This design comes from an exercise in tuning for small area on the open sky130 flow, not from production work.
Only simulation tests tie the RTL to the original design; equivalence was not proved.
Power figures rest on the tool's default switching activity, not on a simulated workload.

$ cat standard.sh
#!/bin/bash
# synth_recipe.tcl (not shown) runs the flow's synth.tcl, then flattens the netlist and writes it again
# the make line also repeats each setting of config.mk as NAME=value (left out here)
make -C /OpenROAD-flow-scripts/flow DESIGN_CONFIG=/design/flow/config.mk WORK_HOME=/design/flow/orfs CLKGATE_MAP_FILE= SYNTH_SCRIPT=/design/flow/synth_recipe.tcl "${@:-finish}"
$ cat flow/run.sh
#!/bin/bash
# Standard ORFS layout, with the port buffers made from the smallest buffer
# cell instead of the platform default. Each tool's output is logged by ORFS
# under orfs/logs; this script's own output goes to run_flow.log.
set -e
export BUFFER_PORTS_ARGS="-buffer_cell sky130_fd_sc_hd__buf_1"
bash standard.sh > run_flow.log 2>&1
$ cat constraint.sdc
create_clock -name core_clock -period 10.0 [get_ports {clk}]
set_input_delay 2.0000 -clock core_clock [delete_from_list [all_inputs] [get_ports {clk}]]
set_output_delay 2.0000 -clock core_clock [all_outputs]
set_load 0.01 [all_outputs]
$ cat design.v
module dcpu16_alu (m, x, y, z);
  output [23:0] m;
  input [15:0] x;
  input [7:0] y;
  input [15:0] z;
  wire [23:0] p0 = {8'd0, x & {16{y[0]}}} << 0;
  wire [23:0] p1 = {8'd0, x & {16{y[1]}}} << 1;
  wire [23:0] p2 = {8'd0, x & {16{y[2]}}} << 2;
  wire [23:0] p3 = {8'd0, x & {16{y[3]}}} << 3;
  wire [23:0] p4 = {8'd0, x & {16{y[4]}}} << 4;
  wire [23:0] p5 = {8'd0, x & {16{y[5]}}} << 5;
  wire [23:0] p6 = {8'd0, x & {16{y[6]}}} << 6;
  wire [23:0] p7 = {8'd0, x & {16{y[7]}}} << 7;
  wire [23:0] zz = {8'd0, z};
  wire [23:0] s1 = zz ^ p0 ^ p1;
  wire [23:0] c1 = (zz & p0) | (zz & p1) | (p0 & p1);
  wire [23:0] k1 = {c1[22:0], 1'b0};
  wire [23:0] s2 = s1 ^ k1 ^ p2;
  wire [23:0] c2 = (s1 & k1) | (s1 & p2) | (k1 & p2);
  wire [23:0] k2 = {c2[22:0], 1'b0};
  wire [23:0] s3 = s2 ^ k2 ^ p3;
  wire [23:0] c3 = (s2 & k2) | (s2 & p3) | (k2 & p3);
  wire [23:0] k3 = {c3[22:0], 1'b0};
  wire [23:0] s4 = s3 ^ k3 ^ p4;
  wire [23:0] c4 = (s3 & k3) | (s3 & p4) | (k3 & p4);
  wire [23:0] k4 = {c4[22:0], 1'b0};
  wire [23:0] s5 = s4 ^ k4 ^ p5;
  wire [23:0] c5 = (s4 & k4) | (s4 & p5) | (k4 & p5);
  wire [23:0] k5 = {c5[22:0], 1'b0};
  wire [23:0] s6 = s5 ^ k5 ^ p6;
  wire [23:0] c6 = (s5 & k5) | (s5 & p6) | (k5 & p6);
  wire [23:0] k6 = {c6[22:0], 1'b0};
  wire [23:0] s7 = s6 ^ k6 ^ p7;
  wire [23:0] c7 = (s6 & k6) | (s6 & p7) | (k6 & p7);
  wire [23:0] k7 = {c7[22:0], 1'b0};
  assign m = s7 + k7;
endmodule
module dcpu16_add (s, a, b, ci);
   output [15:0] s;
   input [15:0]  a, b;
   input 	 ci;
   wire [16:0] 	 c;
   assign c[0] = ci;
   genvar 	 i;
   generate
      for (i = 0; i < 16; i = i + 1) begin : fa
	 assign s[i] = a[i] ^ b[i] ^ c[i];
	 assign c[i+1] = (a[i] & b[i]) | (a[i] & c[i]) | (b[i] & c[i]);
      end
   endgenerate
endmodule  
module dcpu16_ctl ( 
   ireg, pha, opc, rra, rwa, rwe, bra,
   CC, wpc, f_dti, clk, ena, rst
   );
   output [15:0] ireg;
   output [1:0]  pha;
   output [3:0]  opc;
   output [7:0]  rra;  
   output [2:0]  rwa;
   output 	 rwe;
   output 	 bra;
   input 	 CC;
   input 	 wpc;
   input [15:0]  f_dti;
   input 	 clk,
		 ena,
		 rst;
   reg 			bra;
   reg [15:0] 		ireg;
   reg [3:0] 		opc;
   reg [1:0] 		pha;
   reg [7:0] 		rra;
   reg [2:0] 		rwa;
   reg 			rwe;
   wire [5:0] 		decA, decB;
   wire [3:0] 		decO;
   assign {decB, decA, decO} = ireg;
   wire 		Fbra = (ireg[4:0] == 5'h10);
   always @(posedge clk)
     if (rst)
       pha <= 2'h0;
     else if (ena)
       pha <= pha + 1;
   always @(posedge clk)
     if (rst) begin
	ireg <= 16'h0;
	opc <= 4'h0;
     end else if (ena & (pha == 2'o2)) begin
	ireg <= (wpc | Fbra) ? 16'd1 : f_dti;
	opc <= ireg[3:0];
     end
   reg _bra;
   always @(posedge clk)
     if (ena) begin
	if (pha == 2'o0)
	  {bra, _bra} <= {_bra & CC, (ireg[5:0] == 6'h10)};
	else
	  bra <= 1'b0;
     end
   reg _rwe;
   always @(posedge clk)
     if (rst)
       rwe <= 1'h0;
     else if (ena)
       rwe <= (pha == 2'o0) & _rwe & CC & (opc[3:2] != 2'o3);
   always @(posedge clk)
     if (ena) begin
	rra <= 8'd1 << (pha[0] ? decA[2:0] : decB[2:0]);
	if (pha == 2'o2) begin
	   rwa <= decA[2:0];
	   _rwe <= (decA[5:3] == 3'o0) & (decO != 4'h0);
	end
     end
endmodule  
module dcpu16_mbus ( 
   g_adr, g_stb, g_wre, f_adr, f_stb, f_wre, f_dto, ena, wpc, rwd,
   g_dti, g_ack, f_dti, f_ack, bra, rrd, ireg, opc, pha, clk, rst, CC
   );
   output [15:0] g_adr;
   output 	 g_stb,
		 g_wre;
   input [15:0]  g_dti;
   input 	 g_ack;
   output [15:0] f_adr;
   output 	 f_stb,
		 f_wre;
   output [15:0] f_dto;
   input [15:0]  f_dti;
   input 	 f_ack;
   output 	 ena;
   output 	 wpc;
   output [15:0] rwd;
   output 	 CC;
   input 	 bra;
   input [15:0]  rrd;
   input [15:0]  ireg;
   input [3:0] 	 opc;
   input [1:0] 	 pha;
   input 	 clk,
		 rst;
   reg 			g_stb;
   reg 			f_stb;
   reg 			f_wre;
   reg [15:0] 		regA;
   reg [15:0] 		regB;
   reg 			wpc;
   reg 			wsp;
   reg [15:0] 		regSP,
			regPC;
   reg 			CC;
   reg [15:0] 		regO;
   reg [15:0] 		regR;
   assign ena = (f_stb ~^ f_ack) & (g_stb ~^ g_ack);  
   wire [5:0] 		decA, decB;
   wire [3:0] 		decO;
   assign {decB, decA, decO} = ireg;
   wire 		Fjsr = (ireg[4:0] == 5'h10);
   wire [5:0] 		ed = (pha[0]) ? decB : decA;
   wire 		Eind = (ed[5:3] == 3'o1);  
   wire 		Enwr = (ed[5:3] == 3'o2);  
   wire 		Epop = (ed[5:0] == 6'h18);  
   wire 		Epek = (ed[5:0] == 6'h19);  
   wire 		Epsh = (ed[5:0] == 6'h1A);  
   wire 		Ersp = (ed[5:0] == 6'h1B);  
   wire 		Erpc = (ed[5:0] == 6'h1C);  
   wire 		Erro = (ed[5:0] == 6'h1D);  
   wire 		Enwi = (ed[5:0] == 6'h1E);  
   wire 		Esht = ed[5];  
   wire [5:0] 		fg = (pha[0]) ? decA : decB;
   wire 		Fdir = (fg[5:3] == 3'o0);  
   wire 		Find = (fg[5:3] == 3'o1);  
   wire 		Fnwr = (fg[5:3] == 3'o2);  
   wire 		Fspi = (fg[5:0] == 6'h18);  
   wire 		Fspr = (fg[5:0] == 6'h19);  
   wire 		Fspd = (fg[5:0] == 6'h1A);  
   wire 		Frsp = (fg[5:0] == 6'h1B);  
   wire 		Frpc = (fg[5:0] == 6'h1C);  
   wire 		Fnwi = (fg[5:0] == 6'h1E);  
   wire 		Fnwl = (fg[5:0] == 6'h1F);  
   wire 		Fnw = Fnwr | Fnwi | Fnwl;  
   wire 		Fmem = Find | Fnwr | Fspr | Fspi | Fspd | Fnwi;
   wire [15:0] 		pcInc;
   dcpu16_add pc0 (.s(pcInc), .a(regPC), .b(16'd0), .ci(1'b1));
   wire 		pcUp = (pha == 2'o2) | (g_stb & ~pha[1]);
   wire [15:0] 		rpc = (wpc) ? regR : (bra) ? regB : (pcUp) ? pcInc : regPC;
   always @(posedge clk)
     if (rst) begin
	regPC <= 16'h0;
	wpc <= 1'h0;
     end else if (ena) begin
	regPC <= (pha == 2'o1) ? rpc : (pcUp) ? pcInc : regPC;
	if (pha == 2'o1)
	  wpc <= Frpc & CC;
     end
   wire 		spDn = (pha == 2'o1) ? ~Fjsr : (fg[1] | Fjsr);
   wire [15:0] 		spAdj;
   dcpu16_add sp0 (.s(spAdj), .a(regSP), .b({(16){spDn}}), .ci(~spDn));
   always @(posedge clk)
     if (rst) begin
	regSP <= 16'hFFFF;
	wsp <= 1'h0;
     end else if (ena) begin
	case (pha)
	  2'o1: if (wsp) regSP <= regR;
	  2'o3: if (Fspi | Fspd | Fjsr) regSP <= spAdj;
	  2'o0: if (Fspi | Fspd) regSP <= spAdj;
	  default: ;
	endcase
	if (pha == 2'o1)
	  wsp <= Frsp & CC;
     end
   wire [15:0] 		nxB = (g_stb) ? g_dti : (_rd) ? rrd : regB;
   wire [15:0] 		nwr;
   dcpu16_add ea0 (.s(nwr), .a(rrd), .b(g_dti), .ci(1'b0));
   reg [15:0] 		ec;
   always @* begin
      ec = (Eind) ? rrd :
	   (Enwr) ? nwr :
	   (Epsh | Epek) ? regSP :
	   (Epop) ? spAdj :
	   (Enwi) ? g_dti :
	   16'h0;
   end
   reg [15:0] 		eaN, eaF;
   wire 		aStk = (decA[5:1] == 5'b01100) & ~Fjsr;  
   always @(posedge clk)
     if (ena) begin
	case (pha)
	  2'o3: eaN <= regSP;
	  2'o0: if (~aStk) eaN <= (Fjsr) ? regSP : ec;
	  2'o1: begin
	     eaN <= ec;
	     eaF <= eaN;
	  end
	  default: ;
	endcase
     end
   assign g_wre = 1'b0;
   assign g_adr = (pha == 2'o2) ? eaF :
		  (pha == 2'o3) ? eaN :
		  regPC;
   always @(posedge clk)
     if (rst)
       g_stb <= 1'h0;
     else if (ena)
       g_stb <= (pha[0] ^ pha[1]) ? Fmem : Fnw;
   reg 			_wre;
   always @(posedge clk)
     if (rst) begin
	_wre <= 1'h0;
	f_stb <= 1'h0;
	f_wre <= 1'h0;
     end else if (ena) begin
	if (pha == 2'o1)
	  _wre <= Fmem | Fjsr;
	case (pha)
	  2'o1: {f_stb,f_wre} <= (Fjsr) ? 2'o0 : 2'o2;
	  2'o0: {f_stb,f_wre} <= {_wre, _wre & CC};
	  default: {f_stb,f_wre} <= 2'o0;
	endcase
     end
   assign f_adr = (pha == 2'o1) ? eaF : regPC;
   reg 			_rd;
   reg [15:0] 		opr;
   always @(posedge clk)
     if (ena)
       _rd <= (pha[0] ^ pha[1]) & Fdir;
   always @(posedge clk)
     if (rst)
       regA <= 16'h0;
     else if (ena) begin
	case (pha)
	  2'o0: regA <= opr;
	  2'o2: regA <= (g_stb) ? g_dti :
			(Fjsr) ? regPC :
			(_rd) ? rrd :
			regA;
	  default: ;
	endcase
	case (pha)
	  2'o1: regB <= opr;
	  2'o3: regB <= nxB;
	  default: ;
	endcase
     end
   always @* begin
      opr = (g_stb) ? g_dti :
	    (Ersp) ? regSP :
	    (Erpc) ? regPC :
	    (Erro) ? regO :
	    (Esht) ? {11'd0,ed[4:0]} :
	    16'h0;
   end
   wire 		oShl = (opc == 4'h7);
   wire 		oShr = (opc == 4'h8);
   wire 		oMul = (opc == 4'h4);
   wire 		oSub = (opc == 4'h3) | (opc[3:2] == 2'b11);
   wire 		oOne = (opc == 4'h2) | oSub;
   wire 		oZb = oOne;
   wire [3:0] 		sht = (pha[1]) ? nxB[3:0] : regB[3:0];
   wire [3:0] 		shs = sht ^ {(4){oShr}};
   wire 		shlBig = |regB[15:5];
   wire 		shrBig = |regB[15:4];
   wire 		shBig = (pha[1]) ? ((oShr) ? |nxB[15:4] : |nxB[15:5]) :
			((oShr) ? shrBig : shlBig);
   wire [7:0] 		yOh = (8'd1 << shs[2:0]) & {(8){(shs[3] ^ pha[1]) & ~shBig}};
   wire [7:0] 		yB = (pha[1]) ? nxB[7:0] : regB[15:8];
   wire [7:0] 		mY = (oShl | oShr) ? yOh :
			     (oMul) ? yB :
			     {7'd0, oOne & pha[1]};
   wire [15:0] 		mX = regA ^ {(16){oSub & pha[1]}};
   wire [15:0] 		mZ = (pha[1]) ? (nxB & {(16){oZb}}) : P[23:8];
   reg [23:0] 		P;
   wire [23:0] 		mM;
   dcpu16_alu
     x0 (.m(mM), .x(mX), .y(mY), .z(mZ));
   wire [31:0] 		prod = {mM, P[7:0]};
   always @(posedge clk)
     if (ena & (pha == 2'o3))
       P <= mM;
   wire 		c = prod[16];
   wire 		zz = (prod[15:0] == 16'hFFFF);  
   assign f_dto = regR;
   assign rwd = regR;
   always @(posedge clk)
     if (rst) begin
	CC <= 1'h0;
	regO <= 16'h0;
	regR <= 16'h0;
     end else if (ena & (pha == 2'o0)) begin
	case (opc)
	  4'h2: regO <= {15'd0,c};
	  4'h3: regO <= {(16){c}};
	  4'h4: regO <= prod[31:16];
	  4'h7: regO <= (regB[4]) ? prod[15:0] : prod[31:16];
	  4'h8: regO <= prod[30:15];
	  default: ;
	endcase
	case (opc)
	  4'h0: regR <= regA;
	  4'h1: regR <= regB;
	  4'h2, 4'h4: regR <= prod[15:0];
	  4'h3: regR <= ~prod[15:0];
	  4'h7: regR <= (regB[4]) ? 16'd0 : prod[15:0];
	  4'h9: regR <= regA & regB;
	  4'hA: regR <= regA | regB;
	  4'hB: regR <= regA ^ regB;
	  default: regR <= 16'h0;
	endcase
	case (opc)
	  4'hC: CC <= zz;
	  4'hD: CC <= ~zz;
	  4'hE: CC <= ~c & ~zz;
	  4'hF: CC <= |(regA & regB);
	  default: CC <= 1'b1;
	endcase
     end
endmodule  
module dcpu16_regs ( 
   rrd,
   rwd, rra, rwa, rwe, ena, clk
   );
   output [15:0] rrd;  
   input [15:0]  rwd;  
   input [7:0] 	 rra;  
   input [2:0] 	 rwa;  
   input 	 rwe;  
   input 	 ena,
		 clk;
   reg [15:0] 	 file [0:7];
   assign rrd = ({(16){rra[0]}} & file[0]) | ({(16){rra[1]}} & file[1]) |
		({(16){rra[2]}} & file[2]) | ({(16){rra[3]}} & file[3]) |
		({(16){rra[4]}} & file[4]) | ({(16){rra[5]}} & file[5]) |
		({(16){rra[6]}} & file[6]) | ({(16){rra[7]}} & file[7]);
   always @(posedge clk)
     if (ena & rwe)
       file[rwa] <= rwd;
endmodule  
module dcpu16_cpu ( 
   g_wre, g_stb, g_dto, g_adr, f_wre, f_stb, f_dto, f_adr,
   rst, g_dti, g_ack, f_dti, f_ack, clk
   );
   output [15:0] f_adr;
   output [15:0] f_dto;
   output 	 f_stb;
   output 	 f_wre;
   output [15:0] g_adr;
   output [15:0] g_dto;
   output 	 g_stb;
   output 	 g_wre;
   input 	 clk;
   input 	 f_ack;
   input [15:0]  f_dti;
   input 	 g_ack;
   input [15:0]  g_dti;
   input 	 rst;
   wire 	 CC, bra, ena, rwe, wpc;
   wire [15:0] 	 ireg, rrd, rwd;
   wire [3:0] 	 opc;
   wire [1:0] 	 pha;
   wire [7:0] 	 rra;
   wire [2:0] 	 rwa;
   assign g_dto = f_dto;
   dcpu16_ctl
     c0 (.ireg(ireg), .pha(pha), .opc(opc), .rra(rra), .rwa(rwa), .rwe(rwe),
	 .bra(bra), .CC(CC), .wpc(wpc), .f_dti(f_dti), .clk(clk), .ena(ena),
	 .rst(rst));
   dcpu16_mbus
     m0 (.g_adr(g_adr), .g_stb(g_stb), .g_wre(g_wre), .f_adr(f_adr),
	 .f_stb(f_stb), .f_wre(f_wre), .f_dto(f_dto), .ena(ena), .wpc(wpc),
	 .rwd(rwd), .g_dti(g_dti), .g_ack(g_ack), .f_dti(f_dti), .f_ack(f_ack),
	 .bra(bra), .rrd(rrd), .ireg(ireg), .opc(opc), .pha(pha), .clk(clk),
	 .rst(rst), .CC(CC));
   dcpu16_regs
     r0 (.rrd(rrd), .rwd(rwd), .rra(rra), .rwa(rwa), .rwe(rwe), .ena(ena),
	 .clk(clk));
endmodule  
$ cat config.mk
export PLATFORM = sky130hd
export DESIGN_NAME = dcpu16_cpu
export DESIGN_NICKNAME = dcpu16_cpu
export VERILOG_FILES = /design/flow/design.v
export SDC_FILE = /design/flow/constraint.sdc
export NUM_CORES = 4
export LEC_CHECK = 0
export ABC_AREA = 1
export CAP_MARGIN = 0
export CORE_MARGIN = 2
export CORE_UTILIZATION = 70
export CTS_BUF_LIST = sky130_fd_sc_hd__clkbuf_16
export CTS_CLUSTER_DIAMETER = 100
export CTS_CLUSTER_SIZE = 20
export SLEW_MARGIN = 0
==> impl_results.html, run 1 <==
<table>
<tr><th>Metric</th><th>Value</th></tr>
<tr><th colspan="2">Logic synthesis</th></tr>
<tr><td>Most area-consuming cells after synthesis</td><td>edfxtp_1, nand2_1, fa_1</td></tr>
<tr><td>Area of the mapped netlist</td><td>roughly 23000 um^2</td></tr>
<tr><td>Commonest cells in the synthesized netlist</td><td>nand2_1, inv_1, edfxtp_1</td></tr>
<tr><td>Synthesized netlist cell count</td><td>about 2800</td></tr>
<tr><td>Number of different library cells in the post-synthesis netlist</td><td>56</td></tr>
<tr><td>Count leader, synth</td><td>nand2_1</td></tr>
<tr><td>Fraction of registers with async set/reset</td><td>0%</td></tr>
<tr><td>Synthesized-area fraction occupied by xor and xnor cells</td><td>between 1 and 1.5%</td></tr>
<tr><td>EDFF count, synth</td><td>roughly 220</td></tr>
<tr><td>Post-synthesis register bit count</td><td>around 330</td></tr>
<tr><td>Number of warnings reported in the yosys synthesis log</td><td>3</td></tr>
<tr><td>Complex-gate fraction of the synthesized area</td><td>roughly 16%</td></tr>
<tr><td>Dominant combinational cell family by area after synthesis</td><td>simple AND/OR/NAND/NOR gates</td></tr>
<tr><td>Nets in the synthesized netlist</td><td>just over 3000</td></tr>
<tr><td>Adder-cell area share of the yosys netlist</td><td>15.76%</td></tr>
<tr><td>Proportion of netlist area held by the largest area contributor</td><td>between 20 and 30%</td></tr>
<tr><td>Post-Synthesis Mean Instance Area</td><td>between 8 and 9 um^2</td></tr>
<tr><td>Cell type contributing the most total cell area after synthesis</td><td>edfxtp_1</td></tr>
<tr><td>Sequential share of the synthesized area</td><td>between 30% and 40%</td></tr>
<tr><td>Simple-gate share of the synthesized area</td><td>21.01%</td></tr>
<tr><td>Top FF cell, synth</td><td>edfxtp_1</td></tr>
<tr><td>Share of synthesized area spent on multiplexers</td><td>0%</td></tr>
<tr><th colspan="2">STA</th></tr>
<tr><td>Fmax</td><td>110.6 MHz</td></tr>
<tr><td>Number of slew-limit violations in the final report</td><td>0</td></tr>
<tr><td>Post-route clock skew</td><td>0.05260 ns</td></tr>
<tr><td>Final Hold Fails</td><td>0</td></tr>
<tr><td>Sum of negative setup slack</td><td>0 ns</td></tr>
<tr><td>Fin crit share</td><td>around nine tenths</td></tr>
<tr><td>Final critical-path required period</td><td>about 9 ns</td></tr>
<tr><td>Final worst setup slack</td><td>roughly 0.96 ns</td></tr>
<tr><td>WHS</td><td>0.4652 ns</td></tr>
<tr><td>Setup repair after global routing missed its margin</td><td>false</td></tr>
<tr><td>Slew @ Worst Pin</td><td>roughly 1.2 ns</td></tr>
<tr><td>Final setup violation count</td><td>0</td></tr>
<tr><td>Relative max-transition margin</td><td>17.30%</td></tr>
<tr><th colspan="2">Clock tree</th></tr>
<tr><td>Count of hold buffers inserted by post-cts repair</td><td>0</td></tr>
<tr><td>Total number of H-tree levels</td><td>1</td></tr>
<tr><td>Clock buffer count from CTS</td><td>20</td></tr>
<tr><td>Number of clock sinks</td><td>between 300 and 400</td></tr>
<tr><td>Reg clk slew, reported paths</td><td>0.08 ns</td></tr>
<tr><td>Maximum root-to-sink buffer count</td><td>3</td></tr>
<tr><td>Clock latency at the later pin of the worst-skew pair</td><td>between 0.5 and 0.6 ns</td></tr>
<tr><td>CTS tree</td><td>built</td></tr>
<tr><td>Count of instances resized after the clock tree is built</td><td>0</td></tr>
<tr><td>Clock tree root buffer cell</td><td>clkbuf_16</td></tr>
<tr><td>Setup fix buffers added after clock tree synthesis</td><td>0</td></tr>
<tr><th colspan="2">Power and ir drop</th></tr>
<tr><td>Leakage power total</td><td>roughly 9.7 nW</td></tr>
<tr><td>Power density of the placed cells</td><td>~140 nW/um^2</td></tr>
<tr><td>Peak ir drop on the vdd network</td><td>0.1492 mV</td></tr>
<tr><th colspan="2">GRT</th></tr>
<tr><td>Tot GR Track Use</td><td>50.65%</td></tr>
<tr><td>Total overflow reported by the global router</td><td>0</td></tr>
<tr><td>Via count of the first global-routing pass</td><td>21190</td></tr>
<tr><td>First-pass GRT wire length</td><td>~130000 um</td></tr>
<tr><td>Initial antenna violation count</td><td>5</td></tr>
<tr><td>Largest net degree at the start of global routing</td><td>70</td></tr>
<tr><th colspan="2">Detailed routing</th></tr>
<tr><td>Wire length per cell</td><td>between 20 and 30 um</td></tr>
<tr><td>Drt via density</td><td>6.856</td></tr>
<tr><td>Detailed Route WL</td><td>86770 um</td></tr>
<tr><td>Total number of vias</td><td>between 20000 and 25000</td></tr>
<tr><td>Post-DRT Antenna Nets</td><td>0</td></tr>
<tr><td>DRC viols</td><td>0</td></tr>
<tr><td>Number of iterations in the first detailed-routing pass</td><td>9</td></tr>
<tr><td>Initial drt markers</td><td>between 3000 and 4000</td></tr>
<tr><th colspan="2">Floorplanning</th></tr>
<tr><td>Horizontal extent of the die</td><td>about 180 um</td></tr>
<tr><td>Initial Util</td><td>between 70 and 80%</td></tr>
<tr><td>Overall die area</td><td>about 34000 um^2</td></tr>
<tr><td>Core box area</td><td>between 30000 and 40000 um^2</td></tr>
<tr><td>Standard-cell row count</td><td>66</td></tr>
<tr><td>Vertical die dimension</td><td>around 180 um</td></tr>
<tr><td>Boundary pin count</td><td>roughly 100</td></tr>
<tr><th colspan="2">Setup path</th></tr>
<tr><td>Worst-case reg-to-reg path depth</td><td>32</td></tr>
<tr><td>Arrival time of the worst setup path</td><td>9.51 ns</td></tr>
<tr><td>R2r endpoint</td><td>m0.regO[8]</td></tr>
<tr><td>Type of origin of the critical path</td><td>primary input</td></tr>
<tr><td>CP Data Required Time</td><td>between 10 and 15 ns</td></tr>
<tr><td>Capturing element type of the critical path</td><td>register</td></tr>
<tr><td>Class of the most critical setup path</td><td>in2reg</td></tr>
<tr><td>Startpoint of the lowest-slack register-to-register path</td><td>m0.g_stb</td></tr>
<tr><td>Slowest-stage cell, CP</td><td>fa_1</td></tr>
<tr><td>CP most frequent cell</td><td>fa_1</td></tr>
<tr><td>Crit path largest cell delay</td><td>between 0.5 and 0.6 ns</td></tr>
<tr><td>Worst R2R Setup Slack</td><td>1.05 ns</td></tr>
<tr><td>Beginning of the critical path</td><td>g_dti[13]</td></tr>
<tr><td>Worst-path fanout max</td><td>12</td></tr>
<tr><th colspan="2">Layout</th></tr>
<tr><td>Share of layout cells above drive strength 1</td><td>under 10%</td></tr>
<tr><td>Synth-to-Final Area Change</td><td>4.137%</td></tr>
<tr><td>Final nets</td><td>just over 3000</td></tr>
<tr><td>Sequential cell area</td><td>a little under 9000 um^2</td></tr>
<tr><td>Fill cell count</td><td>2327</td></tr>
<tr><td>Area of the multi-input gates</td><td>between 10000 and 15000 um^2</td></tr>
<tr><th colspan="2">Min path</th></tr>
<tr><td>Hold wc startpoint</td><td>m0.eaN[10]</td></tr>
<tr><td>Type of the tightest min-delay check</td><td>reg2reg</td></tr>
<tr><td>Worst Hold Path Cells</td><td>0</td></tr>
<tr><td>Hold path endpoint</td><td>m0.eaF[10]</td></tr>
<tr><th colspan="2">Flow run</th></tr>
<tr><td>Count of max-cap constraint violations</td><td>0</td></tr>
<tr><th colspan="2">Placement</th></tr>
<tr><td>Pre-CTS setup slack</td><td>0.6446 ns</td></tr>
<tr><td>GP Congestion</td><td>about 1.1</td></tr>
<tr><td>HPWL after detailed placement</td><td>roughly 63000 um</td></tr>
<tr><td>Count of input and output buffers</td><td>between 100 and 150</td></tr>
<tr><th colspan="2">Run status</th></tr>
<tr><td>Outcome</td><td>no timing/DRC/antenna violations</td></tr>
</table>
-- final cells by class --
cell class                      count  area share (%)
Multi-Input combinational cell   2019           51.57
Sequential cell                   325           36.27
Inverter                          299           4.701
Timing Repair Buffer              131           2.521
Tap cell                          442           2.317
Clock buffer                       22           2.306
Clock inverter                     14          0.2725
Antenna cell                        4         0.04193
-- power by group --
group	internal (mW)	leakage (nW)	switching, mW
registers	1.49	2.99	0.0973
clock network	0.400	0.347	0.470
logic	0.242	6.32	0.613
-- metal layers --
layer / wire (um) / vias up / GRT usage, %
met5: 92 / - / 1.778
met4: 6699 / 4 / 32.32
met3: 14110 / 532 / 17.54
met2: 36400 / 2204 / 73.92
met1: 29470 / 10290 / 64.31
li1: - / 9290 / -
-- stage by stage --
step | area (um^2) | utilization, % | cells | total power, mW
6_report | 23870 | 73.75 | 3256 | 3.312
5_1_grt | 23860 | 73.72 | 3252 | 3.392
4_1_cts | 23860 | 73.71 | 3252 | 3.241
3_5_place_dp | 23240 | 71.80 | 3216 | 2.409
3_3_place_gp | 23240 | 71.80 | 3216 | 2.375
2_1_floorplan | 22920 | - | 2791 | 2.117
-- worst max-delay path: cells and delay by family --
family                     cells  cell delay, ns
AOI/OAI and AO/OA              4            1.07
xor gates and xnor gates       1            0.37
adders and majority gates      9            4.08
buffers and inverters          4            0.30
and+or+nand+nor               14            1.66
-- flip-flops by register name (all words and copies together) (netlist names), 2 cells and up --
| register | count |
|---|---|
| c0.ireg | 16 |
| c0.opc | 4 |
| c0.pha | 2 |
| c0.rra | 8 |
| c0.rwa | 3 |
| m0.P | 24 |
| m0.eaF | 16 |
| m0.eaN | 16 |
| m0.regA | 16 |
| m0.regB | 16 |
| m0.regO | 16 |
| m0.regPC | 16 |
| m0.regR | 16 |
| m0.regSP | 16 |
| r0.file | 128 |
-- cell families (layout without fill, tap and decap cells) --
| logic type | after synthesis | after routing |
|---|---|---|
| buffers and inverters | 447 | 466 |
| other | 1 | 5 |
| flip-flops | 325 | 325 |
| XOR/XNOR | 34 | 34 |
| adder cells (fa/ha/maj) | 209 | 209 |
| AND/OR/NAND/NOR | 1178 | 1178 |
| AO/OA/AOI/OAI | 597 | 597 |
-- placed cells by master (no fill, tap or decap), drive strengths merged, types with 7 or more instances in the layout --
cell	n
a31oi	17
nand3b	8
nor3	10
o21ai	199
ha	76
o221ai	21
buf	130
dfxtp	110
edfxtp	215
clkbuf	23
inv	307
nor2	157
o22ai	8
nand2	875
a211oi	7
nand4	30
nand3	82
fa	133
a21oi	210
a22oi	24
o211ai	57
a221oi	20
o2111ai	18
xor2	29
-- how the worst max path moves through the flow --
| stage | endpoint | slack (ns) | cells after the start |
|---|---|---|---|
| after floorplan | m0.eaN[15] | 1.32 | 30 |
| after global placement | m0.regO[10] | 0.82 | 31 |
| after detailed placement | m0.regO[8] | 0.64 | 32 |
| after CTS | m0.regO[8] | 1.20 | 32 |
| after global routing | m0.regO[9] | 0.69 | 33 |
| final | m0.regO[8] | 0.96 | 32 |
==> run 2: changes to the inputs <==
--- a/config.mk
+++ b/config.mk
@@ -10,6 +10,6 @@
 export CORE_MARGIN = 2
-export CORE_UTILIZATION = 70
+export CORE_UTILIZATION = 60
 export CTS_BUF_LIST = sky130_fd_sc_hd__clkbuf_16
-export CTS_CLUSTER_DIAMETER = 100
-export CTS_CLUSTER_SIZE = 20
+export CTS_CLUSTER_DIAMETER = 50
+export CTS_CLUSTER_SIZE = 30
 export SLEW_MARGIN = 0
==> run 2 against run 1 <==
Net effect:
- cell count increased by 3.0%
- setup slack got worse by 0.064 ns
- maximum frequency decreased by 0.70%
- combinational power decreased by 2%
- count of clock-buffer cells in the layout increased by 13
- critical endpoint is now m0.eaN[15]
- highest routed layer unchanged
==> impl_results.html, run 2 <==
<table>
<tr><th>Metric</th><th>Value</th></tr>
<tr><th colspan="2">STA</th></tr>
<tr><td>Setup repair after global routing missed its margin</td><td>false</td></tr>
<tr><td>Fin crit share</td><td>approximately nine tenths</td></tr>
<tr><td>Final setup violation count</td><td>0</td></tr>
<tr><td>Final worst setup slack</td><td>roughly 0.89 ns</td></tr>
<tr><td>Relative max-transition margin</td><td>roughly 18%</td></tr>
<tr><td>Fmax</td><td>between 100 and 150 MHz</td></tr>
<tr><td>Sum of negative setup slack</td><td>0 ns</td></tr>
<tr><td>Slew @ Worst Pin</td><td>1.230 ns</td></tr>
<tr><td>Final Hold Fails</td><td>0</td></tr>
<tr><td>Post-route clock skew</td><td>roughly 0.047 ns</td></tr>
<tr><td>Number of slew-limit violations in the final report</td><td>0</td></tr>
<tr><td>Final critical-path required period</td><td>between 9 and 10 ns</td></tr>
<tr><th colspan="2">Run status</th></tr>
<tr><td>Outcome</td><td>no timing/DRC/antenna violations</td></tr>
<tr><th colspan="2">Logic synthesis</th></tr>
<tr><td>Synthesized-area fraction occupied by xor and xnor cells</td><td>under 10%</td></tr>
<tr><td>Proportion of netlist area held by the largest area contributor</td><td>roughly 28%</td></tr>
<tr><td>Dominant combinational cell family by area after synthesis</td><td>simple AND/OR/NAND/NOR gates</td></tr>
<tr><td>Post-synthesis register bit count</td><td>around 330</td></tr>
<tr><td>Number of different library cells in the post-synthesis netlist</td><td>56</td></tr>
<tr><td>Post-Synthesis Mean Instance Area</td><td>8.214 um^2</td></tr>
<tr><td>Area of the mapped netlist</td><td>22920 um^2</td></tr>
<tr><td>Share of synthesized area spent on multiplexers</td><td>0%</td></tr>
<tr><td>Complex-gate fraction of the synthesized area</td><td>15.53%</td></tr>
<tr><td>Commonest cells in the synthesized netlist</td><td>nand2_1, inv_1, edfxtp_1</td></tr>
<tr><td>Top FF cell, synth</td><td>edfxtp_1</td></tr>
<tr><td>Adder-cell area share of the yosys netlist</td><td>around 16%</td></tr>
<tr><td>Sequential share of the synthesized area</td><td>37.77%</td></tr>
<tr><td>Most area-consuming cells after synthesis</td><td>edfxtp_1, nand2_1, fa_1</td></tr>
<tr><td>EDFF count, synth</td><td>215</td></tr>
<tr><td>Count leader, synth</td><td>nand2_1</td></tr>
<tr><td>Number of warnings reported in the yosys synthesis log</td><td>3</td></tr>
<tr><td>Nets in the synthesized netlist</td><td>slightly above 3000</td></tr>
<tr><td>Fraction of registers with async set/reset</td><td>0%</td></tr>
<tr><td>Simple-gate share of the synthesized area</td><td>21.01%</td></tr>
<tr><td>Synthesized netlist cell count</td><td>2791</td></tr>
<tr><td>Cell type contributing the most total cell area after synthesis</td><td>edfxtp_1</td></tr>
<tr><th colspan="2">Floorplanning</th></tr>
<tr><td>Vertical die dimension</td><td>about 200 um</td></tr>
<tr><td>Initial Util</td><td>60.86%</td></tr>
<tr><td>Horizontal extent of the die</td><td>199.5 um</td></tr>
<tr><td>Core box area</td><td>approximately 38000 um^2</td></tr>
<tr><td>Boundary pin count</td><td>between 100 and 150</td></tr>
<tr><td>Standard-cell row count</td><td>71</td></tr>
<tr><td>Overall die area</td><td>between 30000 and 40000 um^2</td></tr>
<tr><th colspan="2">Setup path</th></tr>
<tr><td>Arrival time of the worst setup path</td><td>9.43 ns</td></tr>
<tr><td>Worst-case reg-to-reg path depth</td><td>28</td></tr>
<tr><td>CP Data Required Time</td><td>a little over 10 ns</td></tr>
<tr><td>Capturing element type of the critical path</td><td>register</td></tr>
<tr><td>Type of origin of the critical path</td><td>register</td></tr>
<tr><td>Worst R2R Setup Slack</td><td>approximately 0.9 ns</td></tr>
<tr><td>Slowest-stage cell, CP</td><td>dfxtp_1</td></tr>
<tr><td>Class of the most critical setup path</td><td>reg2reg</td></tr>
<tr><td>Startpoint of the lowest-slack register-to-register path</td><td>c0.pha[0]</td></tr>
<tr><td>Crit path largest cell delay</td><td>about 0.83 ns</td></tr>
<tr><td>R2r endpoint</td><td>m0.eaN[15]</td></tr>
<tr><td>Worst-path fanout max</td><td>51</td></tr>
<tr><td>CP most frequent cell</td><td>fa_1</td></tr>
<tr><th colspan="2">Placement</th></tr>
<tr><td>GP Congestion</td><td>0.9941</td></tr>
<tr><td>Count of input and output buffers</td><td>a little over 100</td></tr>
<tr><td>Pre-CTS setup slack</td><td>between 0.8 and 0.9 ns</td></tr>
<tr><td>Placed Instances</td><td>3290</td></tr>
<tr><td>HPWL after detailed placement</td><td>62690 um</td></tr>
<tr><th colspan="2">Layout</th></tr>
<tr><td>Count of inserted antenna diode cells</td><td>0</td></tr>
<tr><td>Commonest non-fill, non-tap cells in the layout</td><td>nand2_1, inv_1, edfxtp_1</td></tr>
<tr><td>Fill cell count</td><td>3260</td></tr>
<tr><td>Most common cell after layout, fill and taps aside</td><td>nand2_1</td></tr>
<tr><td>Largest Register</td><td>r0.file</td></tr>
<tr><td>Flip-flop count of the largest register after layout</td><td>between 100 and 150</td></tr>
<tr><td>Final nets</td><td>just over 3000</td></tr>
<tr><td>Synth-to-Final Area Change</td><td>7.128%</td></tr>
<tr><td>Util after Layout</td><td>between 60% and 70%</td></tr>
<tr><td>Area of the multi-input gates</td><td>around 12000 um^2</td></tr>
<tr><td>Share of layout cells above drive strength 1</td><td>between 5 and 6%</td></tr>
<tr><td>Sequential cell area</td><td>about 8700 um^2</td></tr>
<tr><td>Number of non-filler instances in the completed layout</td><td>roughly 3400</td></tr>
<tr><td>Largest registers</td><td>r0.file (128), m0.P (24)</td></tr>
<tr><th colspan="2">Clock tree</th></tr>
<tr><td>Number of clock sinks</td><td>325</td></tr>
<tr><td>Clock buffer count from CTS</td><td>35</td></tr>
<tr><td>Maximum root-to-sink buffer count</td><td>3</td></tr>
<tr><td>CTS tree</td><td>built</td></tr>
<tr><td>Clock latency at the later pin of the worst-skew pair</td><td>about 0.58 ns</td></tr>
<tr><td>Reg clk slew, reported paths</td><td>0.08 ns</td></tr>
<tr><td>Setup fix buffers added after clock tree synthesis</td><td>0</td></tr>
<tr><td>Count of hold buffers inserted by post-cts repair</td><td>0</td></tr>
<tr><td>Clock tree root buffer cell</td><td>clkbuf_16</td></tr>
<tr><td>Total number of H-tree levels</td><td>2</td></tr>
<tr><td>Count of instances resized after the clock tree is built</td><td>0</td></tr>
<tr><th colspan="2">GRT</th></tr>
<tr><td>First-pass GRT wire length</td><td>~120000 um</td></tr>
<tr><td>Tot GR Track Use</td><td>between 40% and 50%</td></tr>
<tr><td>Initial antenna violation count</td><td>2</td></tr>
<tr><td>Largest net degree at the start of global routing</td><td>70</td></tr>
<tr><td>Via count of the first global-routing pass</td><td>20490</td></tr>
<tr><td>Total overflow reported by the global router</td><td>0</td></tr>
<tr><th colspan="2">Power and ir drop</th></tr>
<tr><td>Peak ir drop on the vdd network</td><td>~0.15 mV</td></tr>
<tr><td>Leakage power total</td><td>between 9 and 10 nW</td></tr>
<tr><td>Power density of the placed cells</td><td>around 150 nW/um^2</td></tr>
<tr><th colspan="2">Detailed routing</th></tr>
<tr><td>Post-DRT Antenna Nets</td><td>0</td></tr>
<tr><td>Number of iterations in the first detailed-routing pass</td><td>6</td></tr>
<tr><td>Drt via density</td><td>~6.3</td></tr>
<tr><td>Wire length per cell</td><td>roughly 25 um</td></tr>
<tr><td>Total number of vias</td><td>21240</td></tr>
<tr><td>Initial drt markers</td><td>2609</td></tr>
<tr><td>DRC viols</td><td>0</td></tr>
<tr><td>Detailed Route WL</td><td>roughly 83000 um</td></tr>
<tr><th colspan="2">Min path</th></tr>
<tr><td>Type of the tightest min-delay check</td><td>reg2reg</td></tr>
<tr><td>Worst Hold Path Cells</td><td>0</td></tr>
<tr><td>Hold wc startpoint</td><td>m0.eaN[9]</td></tr>
<tr><td>Hold path endpoint</td><td>m0.eaF[9]</td></tr>
<tr><th colspan="2">Flow run</th></tr>
<tr><td>Count of max-cap constraint violations</td><td>0</td></tr>
</table>
## run 2: worst max path at each step
stage                  end  depth (start not counted)  slack [ns]       from
2_1_floorplan   m0.eaN[15]                         30        1.32  c0.pha[1]
3_3_place_gp   m0.regO[10]                         33        0.93  g_dti[13]
3_5_place_dp    m0.regO[8]                         33        0.83  g_dti[13]
4_1_cts         m0.eaN[15]                         28        0.97  c0.pha[0]
5_1_grt         m0.eaN[15]                         28        0.48  c0.pha[0]
6_report        m0.eaN[15]                         28        0.89  c0.pha[0]
## run 2: layout make-up
type / instances / area share, %
clock buffers: 35 / 3.566
repair buffers: 136 / 2.603
well taps: 511 / 2.603
flip-flops and latches: 325 / 35.26
inverters: 299 / 4.570
clock inverters: 28 / 1.274
multi-input cells: 2019 / 50.13
## run 2: logic make-up (layout without fill, tap and decap cells)
kind of cell,after synthesis,in the layout
AO/OA/AOI/OAI,597,597
XOR/XNOR,34,34
adder cells (fa/ha/maj),209,209
buffers and inverters,447,498
flip-flops,325,325
other,1,1
AND/OR/NAND/NOR,1178,1178
## run 2: where the power goes
part / switching [mW] / total, mW / internal, mW / leakage, nW
Combinational: 0.603 / 0.842 / 0.240 / 6.34
Clock: 0.637 / 1.35 / 0.713 / 0.584
Sequential: 0.0885 / 1.58 / 1.49 / 2.99
Total: 1.33 / 3.77 / 2.44 / 9.91
## run 2: stage by stage
| stage | area (um^2) | total power, mW | hold WS (ns) |
|---|---|---|---|
| 4_1_cts | 24560 | 3.740 | 0.4515 |
| 6_report | 24560 | 3.771 | 0.4559 |
| 2_1_floorplan | 22920 | 2.117 | 0.4267 |
| 3_5_place_dp | 23370 | 2.411 | 0.4363 |
| 5_1_grt | 24560 | 3.903 | 0.4602 |
| 3_3_place_gp | 23370 | 2.388 | 0.4298 |
## run 2: worst max-delay path: cells and delay by family (launching register included)
family          cells  cell delay [ns]
flops               1             0.83
buf+inv             4             0.86
simple gates        6             0.41
fa+ha+maj          15             6.28
xor+xnor            2             0.33
compound gates      1             0.13
## run 2: routing by layer
metal	GRT usage [%]	up-vias	routed length [um]
li1	-	9359	-
met1	56.26	10210	31700
met2	64.28	1369	36250
met3	11.17	298	10350
met4	22.94	2	5013
met5	0	-	14
==> run 3: changes to the inputs <==
--- a/design.v
+++ b/design.v
@@ -214,11 +214,9 @@
    wire [15:0] 		nwr;
-   dcpu16_add ea0 (.s(nwr), .a(rrd), .b(g_dti), .ci(1'b0));
+   dcpu16_add ea0 (.s(nwr), .a(rrd & {(16){Eind | Enwr}}),
+		   .b(g_dti & {(16){Enwr | Enwi}}), .ci(1'b0));
    reg [15:0] 		ec;
    always @* begin
-      ec = (Eind) ? rrd :
-	   (Enwr) ? nwr :
-	   (Epsh | Epek) ? regSP :
+      ec = (Epsh | Epek) ? regSP :
 	   (Epop) ? spAdj :
-	   (Enwi) ? g_dti :
-	   16'h0;
+	   nwr;
    end
--- a/config.mk
+++ b/config.mk
@@ -12,4 +12,5 @@
 export CTS_BUF_LIST = sky130_fd_sc_hd__clkbuf_16
-export CTS_CLUSTER_DIAMETER = 50
-export CTS_CLUSTER_SIZE = 30
+export CTS_CLUSTER_DIAMETER = 110
+export CTS_CLUSTER_SIZE = 24
+export PLACE_DENSITY = 0.8
 export SLEW_MARGIN = 0
==> run 3 against run 2 <==
Net effect:
- core utilization is 1.8 points lower
- setup slack lost 0.096 ns
- design area fell by 3.5%
- wire length is 2.0% higher
- sequential power hardly changed
- combinational power grew 0.8%
- largest power group unchanged
- sequential cell count unchanged
- non-clock buffer count grew 14
- maximum frequency fell by 1.0%
- register-to-register slack got worse by 0.096 ns
==> impl_results.html, run 3 <==
<table>
<tr><th>Metric</th><th>Value</th></tr>
<tr><th colspan="2">Clock tree</th></tr>
<tr><td>Number of clock sinks</td><td>325</td></tr>
<tr><td>Maximum root-to-sink buffer count</td><td>3</td></tr>
<tr><td>CTS tree</td><td>built</td></tr>
<tr><td>Clock tree root buffer cell</td><td>clkbuf_16</td></tr>
<tr><td>Clock latency at the later pin of the worst-skew pair</td><td>0.55 ns</td></tr>
<tr><td>Total number of H-tree levels</td><td>1</td></tr>
<tr><td>Setup fix buffers added after clock tree synthesis</td><td>0</td></tr>
<tr><td>Count of hold buffers inserted by post-cts repair</td><td>0</td></tr>
<tr><td>Count of instances resized after the clock tree is built</td><td>0</td></tr>
<tr><td>Clock buffer count from CTS</td><td>17</td></tr>
<tr><td>Reg clk slew, reported paths</td><td>roughly 0.11 ns</td></tr>
<tr><th colspan="2">Logic synthesis</th></tr>
<tr><td>Post-synthesis register bit count</td><td>approximately 330</td></tr>
<tr><td>Cell type contributing the most total cell area after synthesis</td><td>edfxtp_1</td></tr>
<tr><td>Post-Synthesis Mean Instance Area</td><td>approximately 8.1 um^2</td></tr>
<tr><td>Synthesized netlist cell count</td><td>roughly 2800</td></tr>
<tr><td>Commonest cells in the synthesized netlist</td><td>nand2_1, inv_1, o21ai_0</td></tr>
<tr><td>Sequential share of the synthesized area</td><td>a little under two fifths</td></tr>
<tr><td>Number of warnings reported in the yosys synthesis log</td><td>3</td></tr>
<tr><td>Most area-consuming cells after synthesis</td><td>edfxtp_1, nand2_1, fa_1</td></tr>
<tr><td>Count leader, synth</td><td>nand2_1</td></tr>
<tr><td>EDFF count, synth</td><td>around 220</td></tr>
<tr><td>Area of the mapped netlist</td><td>about 23000 um^2</td></tr>
<tr><td>Top FF cell, synth</td><td>edfxtp_1</td></tr>
<tr><td>Number of different library cells in the post-synthesis netlist</td><td>54</td></tr>
<tr><td>Fraction of registers with async set/reset</td><td>0%</td></tr>
<tr><td>Proportion of netlist area held by the largest area contributor</td><td>28.58%</td></tr>
<tr><td>Nets in the synthesized netlist</td><td>3022</td></tr>
<tr><th colspan="2">Min path</th></tr>
<tr><td>Hold wc startpoint</td><td>m0.eaN[2]</td></tr>
<tr><td>Worst Hold Path Cells</td><td>0</td></tr>
<tr><td>Type of the tightest min-delay check</td><td>reg2reg</td></tr>
<tr><th colspan="2">GRT</th></tr>
<tr><td>GR Util met2</td><td>65.66%</td></tr>
<tr><td>Most crowded layer after global routing</td><td>met2</td></tr>
<tr><td>Via count of the first global-routing pass</td><td>19600</td></tr>
<tr><td>Initial antenna violation count</td><td>1</td></tr>
<tr><td>Met1 Usage GRT</td><td>between 50% and 60%</td></tr>
<tr><td>Tot GR Track Use</td><td>43.23%</td></tr>
<tr><td>Met3 demand-to-capacity share in global routing</td><td>between 10 and 15%</td></tr>
<tr><td>Largest net degree at the start of global routing</td><td>66</td></tr>
<tr><td>Total overflow reported by the global router</td><td>0</td></tr>
<tr><td>First-pass GRT wire length</td><td>around 120000 um</td></tr>
<tr><th colspan="2">Placement</th></tr>
<tr><td>HPWL after detailed placement</td><td>roughly 65000 um</td></tr>
<tr><td>Area after detailed placement</td><td>23230 um^2</td></tr>
<tr><td>GP Congestion</td><td>approximately 1.1</td></tr>
<tr><td>Count of input and output buffers</td><td>between 100 and 150</td></tr>
<tr><td>Placed Instances</td><td>3298</td></tr>
<tr><th colspan="2">Power and ir drop</th></tr>
<tr><td>Fraction of power consumed by sequential logic</td><td>approximately half</td></tr>
<tr><td>Leakage power total</td><td>about 9.3 nW</td></tr>
<tr><td>Combinational power share</td><td>a little over a quarter</td></tr>
<tr><td>Peak ir drop on the vdd network</td><td>about 0.11 mV</td></tr>
<tr><td>Switching pwr</td><td>about 1.1 mW</td></tr>
<tr><td>Int Pwr</td><td>2.052 mW</td></tr>
<tr><td>Sw Share</td><td>a little over a third</td></tr>
<tr><td>Power density of the placed cells</td><td>~130 nW/um^2</td></tr>
<tr><td>Clock network fraction of total power</td><td>about 24%</td></tr>
<tr><th colspan="2">Layout</th></tr>
<tr><td>Commonest non-fill, non-tap cells in the layout</td><td>nand2_1, inv_1, o21ai_0</td></tr>
<tr><td>Share of layout cells above drive strength 1</td><td>slightly below 4%</td></tr>
<tr><td>Finished Cell Area</td><td>23710 um^2</td></tr>
<tr><td>Final nets</td><td>between 3000 and 4000</td></tr>
<tr><td>Largest registers</td><td>r0.file (128), m0.P (24)</td></tr>
<tr><td>Fill cell count</td><td>3205</td></tr>
<tr><td>Largest Register</td><td>r0.file</td></tr>
<tr><td>Util after Layout</td><td>between 60% and 70%</td></tr>
<tr><td>Synth-to-Final Area Change</td><td>4.946%</td></tr>
<tr><td>Number of non-filler instances in the completed layout</td><td>around 3300</td></tr>
<tr><td>Flip-flop count of the largest register after layout</td><td>128</td></tr>
<tr><td>Most common cell after layout, fill and taps aside</td><td>nand2_1</td></tr>
<tr><th colspan="2">Setup path</th></tr>
<tr><td>Worst-case reg-to-reg path depth</td><td>37</td></tr>
<tr><td>Arrival time of the worst setup path</td><td>~9.5 ns</td></tr>
<tr><td>CP most frequent cell</td><td>fa_1</td></tr>
<tr><td>Slowest-stage cell, CP</td><td>dfxtp_1</td></tr>
<tr><td>Crit path largest cell delay</td><td>1.00 ns</td></tr>
<tr><td>Startpoint of the lowest-slack register-to-register path</td><td>c0.pha[0]</td></tr>
<tr><td>Class of the most critical setup path</td><td>reg2reg</td></tr>
<tr><td>Total stage count of the critical path</td><td>37</td></tr>
<tr><td>Type of origin of the critical path</td><td>register</td></tr>
<tr><td>CP Data Required Time</td><td>10.30 ns</td></tr>
<tr><td>Capturing element type of the critical path</td><td>register</td></tr>
<tr><td>Worst-path fanout max</td><td>30</td></tr>
<tr><td>Kind of cell adding the most delay to the critical path</td><td>adder cells</td></tr>
<tr><td>Worst path bufs/invs</td><td>8</td></tr>
<tr><td>Beginning of the critical path</td><td>c0.pha[0]</td></tr>
<tr><th colspan="2">Detailed routing</th></tr>
<tr><td>Wire length per cell</td><td>about 26 um</td></tr>
<tr><td>Total number of vias</td><td>21000</td></tr>
<tr><td>Drt via density</td><td>6.312</td></tr>
<tr><td>Post-DRT Antenna Nets</td><td>0</td></tr>
<tr><td>Detailed Route WL</td><td>about 85000 um</td></tr>
<tr><td>Number of iterations in the first detailed-routing pass</td><td>8</td></tr>
<tr><td>Initial drt markers</td><td>2739</td></tr>
<tr><td>DRC viols</td><td>0</td></tr>
<tr><th colspan="2">STA</th></tr>
<tr><td>Relative max-transition margin</td><td>around a fifth</td></tr>
<tr><td>Final Hold Fails</td><td>0</td></tr>
<tr><td>Fin crit share</td><td>92.04%</td></tr>
<tr><td>Number of slew-limit violations in the final report</td><td>0</td></tr>
<tr><td>Setup repair after global routing missed its margin</td><td>false</td></tr>
<tr><td>Final setup violation count</td><td>0</td></tr>
<tr><td>Fmax</td><td>about 110 MHz</td></tr>
<tr><td>Slew @ Worst Pin</td><td>between 1 and 1.5 ns</td></tr>
<tr><td>Sum of negative setup slack</td><td>0 ns</td></tr>
<tr><td>Final critical-path required period</td><td>~9.2 ns</td></tr>
<tr><td>Post-route clock skew</td><td>between 0.02 and 0.025 ns</td></tr>
<tr><th colspan="2">Floorplanning</th></tr>
<tr><td>Overall die area</td><td>39220 um^2</td></tr>
<tr><td>Vertical die dimension</td><td>a little under 200 um</td></tr>
<tr><td>Horizontal extent of the die</td><td>just under 200 um</td></tr>
<tr><td>Core box area</td><td>between 30000 and 40000 um^2</td></tr>
<tr><td>Boundary pin count</td><td>104</td></tr>
<tr><td>Standard-cell row count</td><td>71</td></tr>
<tr><td>Initial Util</td><td>about three fifths</td></tr>
<tr><th colspan="2">Run status</th></tr>
<tr><td>Outcome</td><td>no timing/DRC/antenna violations</td></tr>
<tr><th colspan="2">Flow run</th></tr>
<tr><td>Count of max-cap constraint violations</td><td>0</td></tr>
</table>
-- run 3: cell count changes in the layout (fill, tap and decap cells not counted), sizes merged, moves of 13 or more --
| cell | change |
|---|---|
| clkinv | -13 |
| o221ai | -19 |
| a22oi | -16 |
| nand3 | -13 |
| buf | +14 |
| o41ai | +14 |
| inv | -30 |
| nand2 | -18 |
| o21ai | +60 |
| a221oi | -19 |
| o2111ai | -13 |
| clkbuf | -18 |
| nor2 | +32 |
-- run 3: per-layer routing --
| layer | up-vias | wire, um |
|---|---|---|
| li1 | 9272 | - |
| met5 | - | 0 |
| met4 | 0 | 4557 |
| met2 | 1465 | 37120 |
| met3 | 259 | 11440 |
| met1 | 10000 | 31850 |
-- run 3: cells by family (layout without fill, tap and decap cells) --
group,after synthesis,count (layout),synth area share (%)
other,1,2,0.01660
xor gates and xnor gates,29,29,1.124
buffers and inverters,411,449,7.920
muxes,1,1,0.04431
AOI/OAI and AO/OA,617,617,15.40
DFF,325,325,38.33
and+or+nand+nor,1184,1184,21.14
adders and majority gates,209,209,16.03
-- run 3: layout make-up --
| class | instances | area (um^2) | share of cell area, % |
|---|---|---|---|
| Antenna cell | 1 | 2.502 | 0.01056 |
| Clock buffer | 17 | 425.4 | 1.794 |
| Clock inverter | 11 | 53.80 | 0.2269 |
| Inverter | 271 | 1017 | 4.291 |
| Multi-Input combinational cell | 2041 | 12170 | 51.32 |
| Sequential cell | 325 | 8658 | 36.52 |
| Tap cell | 511 | 639.4 | 2.697 |
| Timing Repair Buffer | 150 | 744.5 | 3.140 |
-- run 3: worst paths after layout --
kind,end,slack [ns]
max,m0.eaN[15],0.80
min reg2reg,m0.eaF[2],0.46
max reg2reg,m0.eaN[15],0.80
min,m0.eaF[2],0.46
-- run 3: power by group through the flow --
stage | Combinational (mW) | Sequential, mW | Clock, mW
after detailed placement | 0.814 | 1.60 | 0
final | 0.849 | 1.58 | 0.773
after global routing | 0.914 | 1.58 | 0.804
after CTS | 0.818 | 1.57 | 0.766
after global placement | 0.797 | 1.60 | 0
after floorplan | 0.540 | 1.56 | 0
-- run 3: stage by stage --
stage	total power, mW	hold WS [ns]	worst slack (ns)
3_5_place_dp	2.415	0.4335	0.7204
6_report	3.199	0.4610	0.7963
5_1_grt	3.298	0.4632	0.1140
2_1_floorplan	2.102	0.4267	1.294
3_3_place_gp	2.397	0.4286	0.7767
4_1_cts	3.155	0.4593	0.8798
==> run 4: changes to the inputs <==
--- a/config.mk
+++ b/config.mk
@@ -14,3 +14,2 @@
 export CTS_CLUSTER_SIZE = 24
-export PLACE_DENSITY = 0.8
 export SLEW_MARGIN = 0
==> run 4 against run 3 <==
Net effect:
- hold slack hardly changed
- synthesized area unchanged
- design area down 0.44%
- sequential share of layout area grew 0.16 points
- critical endpoint unchanged
- power down 0.93%
- wire length fell by 3.0%
- setup slack worse by 0.050 ns
- register-to-register slack lost 0.05 ns
- count of clock-buffer cells in the layout unchanged
- largest power group unchanged
- maximum frequency fell by 0.54%
- combinational power shrank 4.8%
==> impl_results.html, run 4 <==
<table>
<tr><th>Metric</th><th>Value</th></tr>
<tr><th colspan="2">Floorplanning</th></tr>
<tr><td>Horizontal extent of the die</td><td>around 200 um</td></tr>
<tr><td>Boundary pin count</td><td>between 100 and 150</td></tr>
<tr><td>Core box area</td><td>37400 um^2</td></tr>
<tr><td>Vertical die dimension</td><td>between 150 and 200 um</td></tr>
<tr><td>Overall die area</td><td>about 39000 um^2</td></tr>
<tr><td>Standard-cell row count</td><td>just over 70</td></tr>
<tr><td>Initial Util</td><td>60.40%</td></tr>
<tr><th colspan="2">GRT</th></tr>
<tr><td>Most crowded layer after global routing</td><td>met2</td></tr>
<tr><td>Largest net degree at the start of global routing</td><td>65</td></tr>
<tr><td>GR Util met2</td><td>between 60% and 70%</td></tr>
<tr><td>Met1 Usage GRT</td><td>a little under three fifths</td></tr>
<tr><td>Tot GR Track Use</td><td>42.33%</td></tr>
<tr><td>First-pass GRT wire length</td><td>roughly 120000 um</td></tr>
<tr><td>Via count of the first global-routing pass</td><td>slightly below 20000</td></tr>
<tr><td>Met3 demand-to-capacity share in global routing</td><td>under 10%</td></tr>
<tr><td>Total overflow reported by the global router</td><td>0</td></tr>
<tr><td>Initial antenna violation count</td><td>0</td></tr>
<tr><th colspan="2">STA</th></tr>
<tr><td>Post-route clock skew</td><td>0.02824 ns</td></tr>
<tr><td>Setup repair after global routing missed its margin</td><td>false</td></tr>
<tr><td>Relative max-transition margin</td><td>14.71%</td></tr>
<tr><td>Final Hold Fails</td><td>0</td></tr>
<tr><td>Fin crit share</td><td>92.54%</td></tr>
<tr><td>WHS</td><td>about 0.46 ns</td></tr>
<tr><td>Sum of negative setup slack</td><td>0 ns</td></tr>
<tr><td>Fmax</td><td>around 110 MHz</td></tr>
<tr><td>Final setup violation count</td><td>0</td></tr>
<tr><td>Final critical-path required period</td><td>roughly 9 ns</td></tr>
<tr><td>Slew @ Worst Pin</td><td>1.279 ns</td></tr>
<tr><td>Number of slew-limit violations in the final report</td><td>0</td></tr>
<tr><th colspan="2">Logic synthesis</th></tr>
<tr><td>Post-Synthesis Mean Instance Area</td><td>between 8 and 9 um^2</td></tr>
<tr><td>Cell type contributing the most total cell area after synthesis</td><td>edfxtp_1</td></tr>
<tr><td>Count leader, synth</td><td>nand2_1</td></tr>
<tr><td>Number of warnings reported in the yosys synthesis log</td><td>3</td></tr>
<tr><td>Nets in the synthesized netlist</td><td>between 3000 and 4000</td></tr>
<tr><td>Post-synthesis register bit count</td><td>325</td></tr>
<tr><td>Fraction of registers with async set/reset</td><td>0%</td></tr>
<tr><td>Area of the mapped netlist</td><td>around 23000 um^2</td></tr>
<tr><td>Top FF cell, synth</td><td>edfxtp_1</td></tr>
<tr><td>EDFF count, synth</td><td>between 200 and 250</td></tr>
<tr><td>Commonest cells in the synthesized netlist</td><td>nand2_1, inv_1, o21ai_0</td></tr>
<tr><td>Synthesized netlist cell count</td><td>2777</td></tr>
<tr><td>Most area-consuming cells after synthesis</td><td>edfxtp_1, nand2_1, fa_1</td></tr>
<tr><td>Proportion of netlist area held by the largest area contributor</td><td>28.58%</td></tr>
<tr><td>Sequential share of the synthesized area</td><td>between 30% and 40%</td></tr>
<tr><td>Number of different library cells in the post-synthesis netlist</td><td>54</td></tr>
<tr><th colspan="2">Clock tree</th></tr>
<tr><td>Clock latency at the later pin of the worst-skew pair</td><td>between 0.5 and 0.6 ns</td></tr>
<tr><td>Count of hold buffers inserted by post-cts repair</td><td>0</td></tr>
<tr><td>Maximum root-to-sink buffer count</td><td>3</td></tr>
<tr><td>Setup fix buffers added after clock tree synthesis</td><td>0</td></tr>
<tr><td>Clock buffer count from CTS</td><td>17</td></tr>
<tr><td>CTS tree</td><td>built</td></tr>
<tr><td>Number of clock sinks</td><td>approximately 330</td></tr>
<tr><td>Reg clk slew, reported paths</td><td>around 0.12 ns</td></tr>
<tr><td>Count of instances resized after the clock tree is built</td><td>0</td></tr>
<tr><td>Total number of H-tree levels</td><td>1</td></tr>
<tr><td>Clock tree root buffer cell</td><td>clkbuf_16</td></tr>
<tr><th colspan="2">Layout</th></tr>
<tr><td>Commonest non-fill, non-tap cells in the layout</td><td>nand2_1, inv_1, o21ai_0</td></tr>
<tr><td>Synth-to-Final Area Change</td><td>4.481%</td></tr>
<tr><td>Share of layout cells above drive strength 1</td><td>3.496%</td></tr>
<tr><td>Most common cell after layout, fill and taps aside</td><td>nand2_1</td></tr>
<tr><td>Largest Register</td><td>r0.file</td></tr>
<tr><td>Count of inserted antenna diode cells</td><td>0</td></tr>
<tr><td>Flip-flop count of the largest register after layout</td><td>~130</td></tr>
<tr><td>Largest registers</td><td>r0.file (128), m0.P (24)</td></tr>
<tr><td>Final nets</td><td>just over 3000</td></tr>
<tr><td>Fill cell count</td><td>3330</td></tr>
<tr><th colspan="2">Detailed routing</th></tr>
<tr><td>Number of iterations in the first detailed-routing pass</td><td>6</td></tr>
<tr><td>Total number of vias</td><td>roughly 21000</td></tr>
<tr><td>DRC viols</td><td>0</td></tr>
<tr><td>Detailed Route WL</td><td>between 80000 and 90000 um</td></tr>
<tr><td>Initial drt markers</td><td>~3000</td></tr>
<tr><td>Post-DRT Antenna Nets</td><td>0</td></tr>
<tr><td>Drt via density</td><td>between 6 and 7</td></tr>
<tr><td>Wire length per cell</td><td>~25 um</td></tr>
<tr><th colspan="2">Setup path</th></tr>
<tr><td>CP Data Required Time</td><td>slightly above 10 ns</td></tr>
<tr><td>Arrival time of the worst setup path</td><td>roughly 9.6 ns</td></tr>
<tr><td>Startpoint of the lowest-slack register-to-register path</td><td>c0.pha[0]</td></tr>
<tr><td>Type of origin of the critical path</td><td>register</td></tr>
<tr><td>Worst-path fanout max</td><td>30</td></tr>
<tr><td>R2r endpoint</td><td>m0.eaN[15]</td></tr>
<tr><td>Crit path largest cell delay</td><td>about 0.96 ns</td></tr>
<tr><td>Capturing element type of the critical path</td><td>register</td></tr>
<tr><td>Worst-case reg-to-reg path depth</td><td>38</td></tr>
<tr><td>Worst R2R Setup Slack</td><td>between 0.7 and 0.8 ns</td></tr>
<tr><td>Class of the most critical setup path</td><td>reg2reg</td></tr>
<tr><td>Slowest-stage cell, CP</td><td>dfxtp_1</td></tr>
<tr><td>CP most frequent cell</td><td>fa_1</td></tr>
<tr><td>Worst setup path endpoint</td><td>m0.eaN[15]</td></tr>
<tr><td>Beginning of the critical path</td><td>c0.pha[0]</td></tr>
<tr><th colspan="2">Min path</th></tr>
<tr><td>Type of the tightest min-delay check</td><td>reg2reg</td></tr>
<tr><td>Worst Hold Path Cells</td><td>0</td></tr>
<tr><td>Hold wc startpoint</td><td>m0.eaN[0]</td></tr>
<tr><th colspan="2">Power and ir drop</th></tr>
<tr><td>Power density of the placed cells</td><td>between 100 and 150 nW/um^2</td></tr>
<tr><td>Clock network fraction of total power</td><td>about 24%</td></tr>
<tr><td>Leakage power total</td><td>between 9 and 10 nW</td></tr>
<tr><td>Int Pwr</td><td>between 2 and 2.5 mW</td></tr>
<tr><td>Combinational power share</td><td>about a quarter</td></tr>
<tr><td>Peak ir drop on the vdd network</td><td>0.1249 mV</td></tr>
<tr><td>Total chip power</td><td>approximately 3.2 mW</td></tr>
<tr><td>Fraction of power consumed by sequential logic</td><td>between 50% and 60%</td></tr>
<tr><td>Sw Share</td><td>35.41%</td></tr>
<tr><td>Switching pwr</td><td>between 1 and 1.5 mW</td></tr>
<tr><th colspan="2">Flow run</th></tr>
<tr><td>Count of max-cap constraint violations</td><td>0</td></tr>
<tr><th colspan="2">Run status</th></tr>
<tr><td>Outcome</td><td>no timing/DRC/antenna violations</td></tr>
<tr><th colspan="2">Placement</th></tr>
<tr><td>Count of input and output buffers</td><td>102</td></tr>
<tr><td>GP Congestion</td><td>around 1.1</td></tr>
<tr><td>HPWL after detailed placement</td><td>about 62000 um</td></tr>
</table>
## run 4: cell counts after synthesis
No cell type changed its count.
## run 4: layer usage
metal  vias up  share of wire, %
met5         -                 0
met4         0               6.6
met3       275                13
met2      1440                43
met1      9851                38
li1       9222                 -
## run 4: area by class of cell
cell class	count	area, um^2	share of cell area (%)
clock inverters	13	60.06	0.2545
multi-input cells	2041	12160	51.53
inverters	271	1017	4.310
well taps	511	639.4	2.709
flip-flops and latches	325	8658	36.68
repair buffers	136	639.4	2.709
clock buffers	17	425.4	1.802
## run 4: logic make-up after synthesis
| group | share of synthesized area, % |
|---|---|
| compound gates | 15.40 |
| xor+xnor | 1.124 |
| fa+ha+maj | 16.03 |
| buf+inv | 7.920 |
| flops | 38.33 |
| mux | 0.04431 |
| other cells | 0.01660 |
| simple gates | 21.14 |
## run 4: critical path: cells and delay by family (launching register included)
| kind | cells | cell delay (ns) |
|---|---|---|
| buf+inv | 9 | 1.09 |
| compound gates | 1 | 0.11 |
| fa+ha+maj | 15 | 5.64 |
| flops | 1 | 0.96 |
| simple gates | 13 | 1.24 |
## run 4: worst min path at each step
stage	to	slack, ns
after floorplan	m0.eaF[0]	0.43
after global placement	m0.eaF[13]	0.43
after detailed placement	m0.eaF[13]	0.43
after CTS	m0.eaF[13]	0.46
after global routing	m0.eaF[3]	0.47
final	m0.eaF[0]	0.46
## run 4: through the flow
stage	worst slack (ns)	cells	instance area [um^2]	util, %
floorplan	1.294	2777	22590	-
global placement	0.8662	3284	23120	61.81
detailed placement	0.7080	3284	23120	61.81
CTS	0.7983	3314	23600	63.11
global route	0.09992	3314	23600	63.11
finish	0.7462	3314	23600	63.11
## run 4: power by group through the flow
stage / Sequential, mW / Combinational (mW) / Clock (mW)
after floorplan: 1.56 / 0.540 / 0
after global placement: 1.62 / 0.756 / 0
after detailed placement: 1.62 / 0.771 / 0
after CTS: 1.59 / 0.776 / 0.765
after global routing: 1.60 / 0.874 / 0.807
final: 1.59 / 0.808 / 0.767

[what the ideal ports hide]
The flow's constraints put no driver on any port. The routed layouts listed below were extracted and timed again, unchanged, in two steps. Step 1 assumes that a clkbuf_16 drives the clock port and a buf_2 every other input. Step 2 adds t to the input delays and takes it off the output delays; t is the mean of the earliest and latest rising clock arrival at the registers after step 1. Input paths then give back, and output paths get back, about the clock's delay inside the block. Slacks: no drivers / after step 1 / after step 2; pairs: no drivers / after step 1.
run | shift t [ns] | setup WS [ns] | slew at the worst register clock pin (ns) | cell pins on the clock port's net
run 1 | 0.599 | 0.956 / 0.985 / 0.386 | 0.11 / 0.11 | 1
run 2 | 0.615 | 0.892 / 0.892 / 0.643 | 0.08 / 0.08 | 1
run 3 | 0.595 | 0.796 / 0.796 / 0.668 | 0.11 / 0.11 | 1
run 4 | 0.602 | 0.746 / 0.746 / 0.635 | 0.12 / 0.12 | 1
After both steps setup and hold are still met in every run listed. The setup slack of run 1, which loses most, moves by +0.029 ns with the drivers and by -0.570 ns with both steps.
